This design comes from an exercise in tuning for small area on the open sky130 flow, not from production work. In this exercise RTL edits were held to simulation tests only and were not proved equivalent to the original. No activity file was given, so power comes from the tool's default toggle rates.

--- design/flow/config.mk ---
export PLATFORM = sky130hd
export DESIGN_NAME = Calculator_top
export DESIGN_NICKNAME = Calculator_top
export VERILOG_FILES = /design/flow/design.v
export SDC_FILE = /design/flow/constraint.sdc
export NUM_CORES = 4
export LEC_CHECK = 0
export CAP_MARGIN = 20
export CORE_MARGIN = 2
export CORE_UTILIZATION = 40
export SLEW_MARGIN = 20
--- design/flow/constraint.sdc ---
create_clock -name core_clock -period 12.0 [get_ports {clk}]
set_input_delay 2.4000 -clock core_clock [delete_from_list [all_inputs] [get_ports {clk}]]
set_output_delay 2.4000 -clock core_clock [all_outputs]
set_load 0.01 [all_outputs]
--- design/flow/design.v ---
`timescale 1ns / 1ps
`default_nettype none
module Debounce(
    input wire btn, 
    input wire clk, 
    output reg led
    );
    reg [15:0] counter;  
    wire TC;  
    always @(posedge clk) begin
        if(~btn) begin
            counter <= 0;  
        end
        else begin
            counter <= counter + 1; 
        end
    end
    assign TC = (counter == 65534);  
    always @(posedge clk) begin
        if(~btn) begin
            led <= 0;  
        end
        else if (TC) begin
            led <= 1;  
        end
        else
            led <= led;  
    end
endmodule
`timescale 1ns / 1ps
module edge_generator(input wire clk, input wire rst, input wire signal, output reg out);  
    reg sig_p; 
    always @(posedge clk) begin
        if(rst == 1) begin
            out <= 0;
            sig_p <= 0;
        end else 
        begin
            if((sig_p != signal) && (signal)) begin
                out <= 1; 
            end 
            else out <= 0; 
            sig_p <= signal;
        end
    end
endmodule
`default_nettype none
`timescale 1ns / 1ps
module cla_adder(input wire [3:0] A, input wire [3:0] B, input wire CI, output wire CO, output wire [3:0] SUM);
    wire [3:0] propegated, generated;
    wire [3:0] carries;
    assign carries[0] = CI;
    assign propegated = A ^ B; 
    assign generated = A & B;
    assign carries[1] = generated[0] | (propegated[0] & carries[0]);
    assign carries[2] = generated[1] | (propegated[1] & carries[1]);
    assign carries[3] = generated[2] | (propegated[2] & carries[2]);
    assign CO = generated[3] | (propegated[3] & carries[3]);
    genvar i;
    generate 
        for (i = 0; i < 4; i = i + 1) begin
            FA a(.A(A[i]), .B(B[i]), .CI(carries[i]), .SUM(SUM[i]));
        end
    endgenerate
endmodule 
module FA(input wire A, input wire B, input wire CI, output wire CO, output wire SUM);
    assign CO = (A & B) | (CI & (A ^ B)); 
    assign SUM = A ^ B ^ CI; 
endmodule
`timescale 1ns / 1ps
`default_nettype none
module combo_mult(input wire [3:0] a, input wire [3:0] b, output wire [7:0] res);
    wire [7:0] m [3:0];
    genvar i; 
    generate 
        for(i = 0; i < 4; i = i + 1) begin
            assign m[i] = (a[i] != 0) ? ({{4'b0}, b} << i) : 8'b0;
        end
    endgenerate
    assign res = m[0] + m[1] + m[2] + m[3];
endmodule
`timescale 1ns / 1ps
`default_nettype none
module Calculator(
    input wire [3:0] a, 
    input wire [3:0] b,
    input wire [2:0] op,
    output reg [7:0] out
);
    parameter AND = 3'b000;
    parameter OR = 3'b001;
    parameter NOT = 3'b010;
    parameter XOR = 3'b011;
    parameter ADD = 3'b100;
    parameter SUB = 3'b101;
    parameter MULT = 3'b110;
    parameter DIV = 3'b111; 
    wire adder_co;
    wire [3:0] SUM;
    wire [7:0] PRODUCT;
    wire [3:0] B_adder;
    wire CI;
    assign B_adder = (op == ADD) ? b : 
                     (op == SUB) ? ~b :
                     0; 
    assign CI = (op == SUB) ? 1 : 0; 
    cla_adder ADDER(.A(a),.B(B_adder), .CI(CI), .CO(adder_co), .SUM(SUM));
    combo_mult MULTI(.a(a), .b(b), .res(PRODUCT));
    always @(*) begin
        case(op)
            AND: begin
                out <= {{4{1'b0}}, a&b};
            end
            OR: begin
                out <= {{4{1'b0}}, a|b};
            end
            NOT: begin
                out <= {{4{1'b1}}, ~a};
            end
            XOR: begin
                out <= {{4{1'b0}}, a ^ b};
            end
            ADD: begin
                out <= {{3{1'b0}}, adder_co, SUM};
            end
            SUB: begin
                if (a < b) begin
                    out <= {{4{1'b1}}, SUM};
                end
                else out <= {{4{1'b0}}, SUM};
            end
            MULT: begin
                out <= PRODUCT;
            end
            DIV: begin
                out <= (b == 4'd0) ? 8'hFF : a/b;
            end
        endcase
   end
endmodule 
`timescale 1ns / 1ps
module val_bcd(
    input wire clk,  
    input wire reset, 
    input wire en, 
    input wire [11:0] count, 
    output reg [15:0] BCD,
    output reg rdy
    );
    parameter IDLE = 0; 
    parameter SHIFT = 1;
    parameter ADD = 2;
    reg [11:0] count_p;  
    reg [3:0] shift_idx;  
    reg [1:0] state;  
    reg [15:0] BCD_temp;  
    always @(posedge clk or posedge reset) begin
        if(reset) begin
            BCD <= 0;
            rdy <= 0; 
            shift_idx <= 0; 
            count_p <= 0; 
            state <= IDLE;
        end
        else begin
            case(state)
                IDLE : begin  
                    if(en) begin  
                        BCD <= 0;  
                        count_p <= count;  
                        shift_idx <= 0;  
                        state <= SHIFT;  
                    end 
                    else state <= IDLE;  
                    rdy <= 0;  
                end
                SHIFT : begin  
                    BCD <= {BCD[14:0], count_p[11 - shift_idx]};  
                    shift_idx <= shift_idx + 1;  
                    state <= ADD;  
                    rdy <= 0;  
                end
                ADD : begin  
                    if(shift_idx == 12) begin
                        rdy <= 1;     
                        state <= IDLE;   
                    end
                    else begin  
                        BCD <= {(BCD[15:12] >= 5) ? BCD[15:12] + 4'd3 : BCD[15:12], 
                            (BCD[11:8] >= 5) ? BCD[11:8] + 4'd3 : BCD[11:8],
                            (BCD[7:4] >= 5) ? BCD[7:4] + 4'd3 : BCD[7:4],
                            (BCD[3:0] >= 5) ? BCD[3:0] + 4'd3 : BCD[3:0]}; 
                        state <= SHIFT;  
                        rdy <= 0;  
                    end
                end
            endcase             
        end
    end
endmodule
`timescale 1ns / 1ps
`default_nettype none
module bcd_seg(
    input wire [3:0] BCD, 
    output reg [7:0] s
);
    always @(*) begin
        case(BCD)
            0: s = 8'b0000_0011; 
            1: s = 8'b1001_1111;
            2: s = 8'b0010_0101;
            3: s = 8'b0000_1101;
            4: s = 8'b1001_1001;
            5: s = 8'b0100_1001;
            6: s = 8'b0100_0001;
            7: s = 8'b0001_1111;
            8: s = 8'b0000_0001;
            9: s = 8'b0000_1001;
            10: s = 8'b1111_1101; 
            default s = 8'b1111_1111;
        endcase
end
endmodule
`timescale 1ns / 1ps
`default_nettype none
module op_seg(
    input wire [2:0] OP, 
    output reg [31:0] s
);
    always @(*) begin
        case(OP)
            0: s = 32'b1111_1111_0001_0001_1101_0101_1000_0101;  
            1: s = 32'b1111_1111_1111_1111_0000_0011_1111_0101;  
            2: s = 32'b1111_1111_1101_0101_1100_0101_1110_0001;  
            3: s = 32'b1111_1111_1001_0001_0000_0011_1111_0101;  
            4: s = 32'b1111_1111_0001_0001_1000_0101_1000_0101;  
            5: s = 32'b1111_1111_0100_1001_1100_0111_1100_0001;  
            6: s = 32'b0011_0011_0001_1011_1110_0011_1110_0001;  
            7: s = 32'b1111_1111_1000_0101_1001_1111_1000_0011;  
            default s = 32'b1111_1111_1111_1111_1111_1111_1111_1111;
        endcase
    end
endmodule
`timescale 1ns / 1ps
`default_nettype none
module Multi_Driver(
    input wire clk, 
    input wire rst, 
    input wire [31:0] segValues,
    output reg [3:0] an,
    output reg [7:0] seg
    );
    parameter DELAY = 4095; 
    reg [11:0] count;  
    always @(posedge clk) begin
        if(count < (DELAY / 4)) begin
            an <= 4'b1110;
            seg <= segValues[7:0];
        end
        else if (count < (DELAY / 2)) begin
            an <= 4'b1101;
            seg <= segValues[15:8];
        end
        else if (count < ((3 * DELAY) / 4)) begin
            an <= 4'b1011;
            seg <= segValues[23:16];
        end
        else begin
            an <= 4'b0111;
            seg <= segValues[31:24];
        end
        if (rst) count <= 0;
        else count <= count + 1; 
    end
endmodule
`timescale 1ns / 1ps
`default_nettype none
module Calculator_top(
    input wire [3:0] a, 
    input wire [3:0] b,
    input wire clk, 
    input wire rst, 
    input wire enter, 
    input wire back,
    input wire up, 
    input wire down,
    output wire [3:0] an, 
    output wire [7:0] seg,
    output reg bin_ind
);
    reg [2:0] op; 
    wire [7:0] calculator_result;  
    reg [31:0] display_value;  
    reg convert_value_enable;  
    wire up_d; wire down_d; wire enter_d; wire back_d; wire rst_d;  
    Debounce dd(.btn(down), .clk(clk), .led(down_d));
    Debounce ud(.btn(up), .clk(clk), .led(up_d));
    Debounce ed(.btn(enter), .clk(clk), .led(enter_d));
    Debounce bd(.btn(back), .clk(clk), .led(back_d));
    Debounce rd(.btn(rst), .clk(clk), .led(rst_d)); 
    Calculator calc(.a(a), .b(b), .op(op), .out(calculator_result));
    wire [15:0] BCD_result; 
    reg [11:0] value_to_convert; 
    wire bcd_val_rdy; 
    val_bcd VAL(.clk(clk), .reset(rst_d), .en(convert_value_enable), .count(value_to_convert), .rdy(bcd_val_rdy), .BCD(BCD_result));
    wire [31:0] BCD_seg;
    reg [31:0] BCD_seg_buffer;
    bcd_seg A(.BCD(BCD_result[15:12]),.s(BCD_seg[31:24]));
    bcd_seg B(.BCD(BCD_result[11:8]),.s(BCD_seg[23:16]));
    bcd_seg C(.BCD(BCD_result[7:4]),.s(BCD_seg[15:8]));
    bcd_seg D(.BCD(BCD_result[3:0]),.s(BCD_seg[7:0]));
    wire [31:0] op_seg;
    op_seg OPS(.OP(op), .s(op_seg)); 
    parameter DISP_ZEROS = 32'b0000_0011_0000_0011_0000_0011_0000_0011;
    Multi_Driver md(.segValues(display_value), .clk(clk), .rst(rst_d), .an(an), .seg(seg));
    parameter IDLE = 0;  
    parameter VALUE_SET = 1;
    parameter CONV = 2;  
    parameter RES = 3;  
    parameter OP = 4;  
    reg [1:0] result_neg; 
    reg [2:0] cs;  
    reg [2:0] ns;  
    always @(posedge clk) begin
        if(op < 4) begin  
            value_to_convert <= (1000 * calculator_result[3]) + (100 * calculator_result[2]) + (10 * calculator_result[1]) + (calculator_result[0]);
        end 
        else if(op == 5) begin  
             if(calculator_result[7]) begin  
                 result_neg[0] <= 1; 
                 value_to_convert <= {{8{1'b0}}, ((~calculator_result) + 1) & 4'b1111};  
                 if((((~calculator_result) + 1) & 4'b1111) >= 10) result_neg[1] <= 1;
                 else result_neg[1] <= 0; 
             end
             else value_to_convert <= {{4{1'b0}}, calculator_result}; 
        end 
        else begin
            value_to_convert <= {{4{1'b0}}, calculator_result}; 
        end
        if(rst_d == 1) begin
            op <= 0; 
            convert_value_enable <= 0; 
            ns <= IDLE;
            result_neg <= 0;
            display_value <= DISP_ZEROS;
        end
        else begin
            case (cs)
                IDLE: begin
                    display_value <= DISP_ZEROS; 
                    op <= 0;
                    if(ENTER) begin
                        ns <= CONV;
                    end
                    else if (UP | DOWN) begin
                        ns <= OP;
                        op <= 0; 
                    end
                end
                CONV: begin
                    if(op >= 5) begin
                        bin_ind <= 0; 
                    end else begin
                        bin_ind <= 1; 
                    end
                    display_value <= op_seg; 
                    convert_value_enable <= 1; 
                    if(bcd_val_rdy) begin
                        ns <= RES;
                        convert_value_enable <= 0;
                        if(result_neg[0]) begin  
                            if(result_neg[1]) begin
                                BCD_seg_buffer <= {16'b1111_1111_1111_1101, BCD_seg[15:0]};  
                            end else begin
                                BCD_seg_buffer <= {24'b1111_1111_1111_1111_1111_1101, BCD_seg[7:0]};  
                            end
                            result_neg <= 2'b0; 
                        end else begin
                            BCD_seg_buffer <= BCD_seg;
                        end
                    end
                    else ns <= CONV; 
                end
                RES: begin
                    result_neg <= 2'b0;
                    display_value <= BCD_seg_buffer; 
                    if (BACK) begin
                        ns <= IDLE;
                    end
                    else if (ENTER) begin
                        ns <= CONV;
                    end
                    else if (UP | DOWN) begin
                        ns <= OP;
                        op <= 0;
                    end
                    else ns <= RES;
                end
                OP: begin
                    result_neg <= 2'b0;
                    display_value <= op_seg; 
                    if (ENTER) begin
                        ns <= CONV;
                    end
                    else if(BACK) begin
                        ns <= RES;
                    end else begin
                        ns <= OP; 
                    end
                    if(UP) begin
                        op <= op + 1;
                    end
                    else if(DOWN) begin
                        op <= op - 1;
                    end
                end
            endcase 
        end
    end
    wire DOWN; wire UP; wire BACK; wire ENTER;
    edge_generator de(.clk(clk), .rst(rst_d), .signal(down_d), .out(DOWN));
    edge_generator ue(.clk(clk), .rst(rst_d), .signal(back_d), .out(BACK));
    edge_generator be(.clk(clk), .rst(rst_d), .signal(up_d), .out(UP));
    edge_generator ee(.clk(clk), .rst(rst_d), .signal(enter_d), .out(ENTER));
    always @(negedge clk) begin
        if(rst_d) begin
            cs <= IDLE; 
        end
        else begin
            cs <= ns; 
        end
    end
endmodule
--- design/flow/run.sh ---
#!/bin/bash
# synth_recipe.tcl (not shown) runs the flow's synth.tcl, then flattens the netlist and writes it again
# the make line also repeats each setting of config.mk as NAME=value (left out here)
make -C /OpenROAD-flow-scripts/flow DESIGN_CONFIG=/design/flow/config.mk WORK_HOME=/design/flow/orfs CLKGATE_MAP_FILE= SYNTH_SCRIPT=/design/flow/synth_recipe.tcl finish
==> summary.md <==
| Metric | Value |
|---|---|
| Cts bufs inserted | 27 |
| Via count | 10.7k |
| Max-cap violation count | 0 |
| CP Buf/Inv Count | 2 |
| WHS Endpoint | ee.out |
| Total Routing Usage GR | 16.5% |
| Vias in the first global route | 10.3k |
| Core ar. | 33,400 sq um |
| Hold Path Cell Cnt | 1 |
| I/O Buffers | 25 |
| CTS HTree Levels | 1 |
| TritonRoute pass-1 iters | 5 |
| GP Congestion | 0.879 |
| CP Class | primary input to register |
| Crit path launch type | primary input |
| Yosys cell types | 76 |
| R2r setup slk | 2.26 ns |
| Core Util, Final | 46.1% |
| Status | complete, no violations |
| Worst-path fanout max | 6 |
| RR Endpoint | op_seg[17] |
| ANT nets after route | 0 |
| Reg2Reg Launch Point | cs[0] |
| Placed cell count | 1,980 |
| Fmax achieved | 88.6 MHz |
| Top_reg_cell synth | dfxtp_1 |
| Nets@finish | 1,696 |
| CP Capture Type | register |
| Antenna violations before repair | 0 |
| Share of cells above drive strength 1 | 8.59% |
| Pwr dens | 138 nW/um^2 |
| Arrival @ worst endpoint | 11.73 ns |
| Post-DP HPWL | 20,900 um |
| Largest net degree at the start of global routing | 47 |
| Seq/Total Area, Yosys | 39.9% |
| Worst stage delay on the critical path | 0.49 ns |
| Minimum clock period | 11.29 ns |
| Total congestion overflow | 0 |
| RSZ-0062 raised after global routing | false |
| Layout Skew | 0.0532 ns |
| 1st-iter DRT viols | 715 |
| Avg WL per Cell | 14.4 um |
| Final Hold Fails | 0 |
| Top cells by count, synth | dfxtp_1 (185), o21ai_0 (141), nand2_1 (140), nor2_1 (110), ha_1 (108) |
| Clock root buffer master | clkbuf_16 |
| Ports | 27 |
| DRC viols | 0 |
| Average via count per standard cell | 5.27 |
| CP max stage cell | clkdlybuf4s50_1 |
| Finished Layout Cells | 2,032 |
| Cells after Synth | 1,521 |
| Yosys top cell area share | 27.4% |
| Clock-pin slew on the worst setup and hold paths | 0.06 ns |
| CTS tree | yes |
| Crit path max-delay family | compound AO/OA/AOI/OAI gates |
| Worst EP required | 12.44 ns |
| Tcrit/Tclk final | 94.1% |
| Critical Path Stages | 46 |
| Detailed-route wire length | 29,200 um |
| Worst R2R Path Depth | 10 |
| Worst slew margin relative to its limit | 43.0% |
| Starting density of the core | 40.5% |
| Full die area | 35,300 sq um |
| # setup viols final | 0 |
| Syn-to-layout area delta | 13.8% |
| CP dominant cell by count | ha_1 |
| Cts hold-fix bufs | 0 |
| Die height | 188 um |
| Worst hold path type | register to register |
| Top sig layer | met4 |
| ANT cells | 0 |
| Metal3 WL | 867 um |
| # rows | 67 |
| CTS max path bufs | 3 |
| Hold Startpoint | ee.sig_p |
| Async S/R FF share, synth | 13.4% |
| Final Max Slew Viols | 0 |
| Max VDD drop | 113 uV |
| Cell Area, Synth | 13,500 sq um |
| Least-Margin Pin Slew | 0.856 ns |
| Die width | 188 um |
| Flip-flop and latch count after synthesis | 247 |
| Leak | 6.26 nW |
| Top cells by area, synth | dfxtp_1 (27%), ha_1 (10%), edfxtp_1 (6.4%) |
| First-pass GRT wire length | 49,700 um |
| Most numerous cell in the Yosys netlist | dfxtp_1 |
| M1 wire length | 14,100 um |
| Worst-skew pair later-pin latency | 0.57 ns |
| Cell taking the most area after synthesis | dfxtp_1 |
| Met2 wire length | 13,600 um |
| CTS Sinks | 247 |
| Post-Syn Area per Cell | 8.90 sq um |
| Synth warn | 9 |
| Number of synthesized flops with an enable pin | 29 |
## cells in the final DEF (no fill, tap or decap), types with 14 or more instances in the layout
| cell type | count |
|---|---|
| clkdlybuf4s50_1 | 25 |
| o21a_1 | 16 |
| a22oi_1 | 19 |
| a21oi_1 | 73 |
| nor2b_1 | 31 |
| clkbuf_16 | 32 |
| nand3_1 | 53 |
| and2_1 | 57 |
| a21boi_0 | 22 |
| nand2b_1 | 14 |
| edfxtp_1 | 29 |
| inv_1 | 79 |
| nand4_1 | 26 |
| nand2_1 | 140 |
| nor2_1 | 110 |
| nor3_1 | 33 |
| o21ai_0 | 140 |
| ha_1 | 108 |
| xnor2_1 | 55 |
| dfrtp_1 | 33 |
| a211oi_1 | 21 |
| buf_4 | 37 |
| dfxtp_1 | 184 |
| or3_1 | 30 |
| xor2_1 | 20 |
## worst max path at each step
stage                    endpoint  start  slack, ns
finish              result_neg[1]   b[0]       0.71
global route        result_neg[1]   b[0]       0.02
CTS                 result_neg[1]   b[0]       0.34
detailed placement  result_neg[1]   b[0]      -0.17
global placement    result_neg[1]   b[0]       0.18
floorplan           result_neg[1]   b[1]       0.57
## metal layers
| metal | global-route usage, % | vias to the layer above |
|---|---|---|
| li1 | - | 5449 |
| met1 | 22.3 | 5055 |
| met2 | 28.4 | 169 |
| met3 | 1.70 | 43 |
| met4 | 3.76 | 0 |
| met5 | 0 | - |
## where the power goes
part / switching, W / internal, W
combinational: 0.000194 / 0.000170
sequential: 0.0000394 / 0.000874
clock: 0.000329 / 0.000517
total: 0.000562 / 0.00156
## stage by stage
stage	hold WS [ns]	power, W	setup slack, ns	instance area, sq um	TNS (ns)
global route	0.389	0.00224	0.0250	15400	0
finish	0.380	0.00212	0.709	15400	0
detailed placement	0.373	0.00129	-0.172	14400	-0.172
floorplan	0.367	0.00118	0.571	13600	0
CTS	0.383	0.00215	0.342	15400	0
global placement	0.372	0.00129	0.182	14400	0
## logic make-up (layout without fill, tap and decap cells)
logic type	Yosys count	count (layout)	synth area share, %
AND/OR/NAND/NOR	543	543	20.1
AO/OA/AOI/OAI	381	381	17.9
adder cells (fa/ha/maj)	117	117	11.3
XOR/XNOR	75	75	4.85
other	2	5	0.0555
buffers and inverters	130	190	3.64
multiplexers	26	26	2.26
flip-flops	247	247	39.9
## layout make-up
class                           count  area, sq um
Multi-Input combinational cell   1147         7680
Timing Repair Buffer               62          528
Tap cell                          448          561
Fill cell                        3177        18000
Clock inverter                     13         92.6
Sequential cell                   247         5400
Clock buffer                       38          853
Inverter                           77          289
## repair_timing
action / 4_1_cts / 5_1_grt
setup buffers: 0 / 2
setup endpoints to repair: 0 / 4
resized for setup: 0 / 5
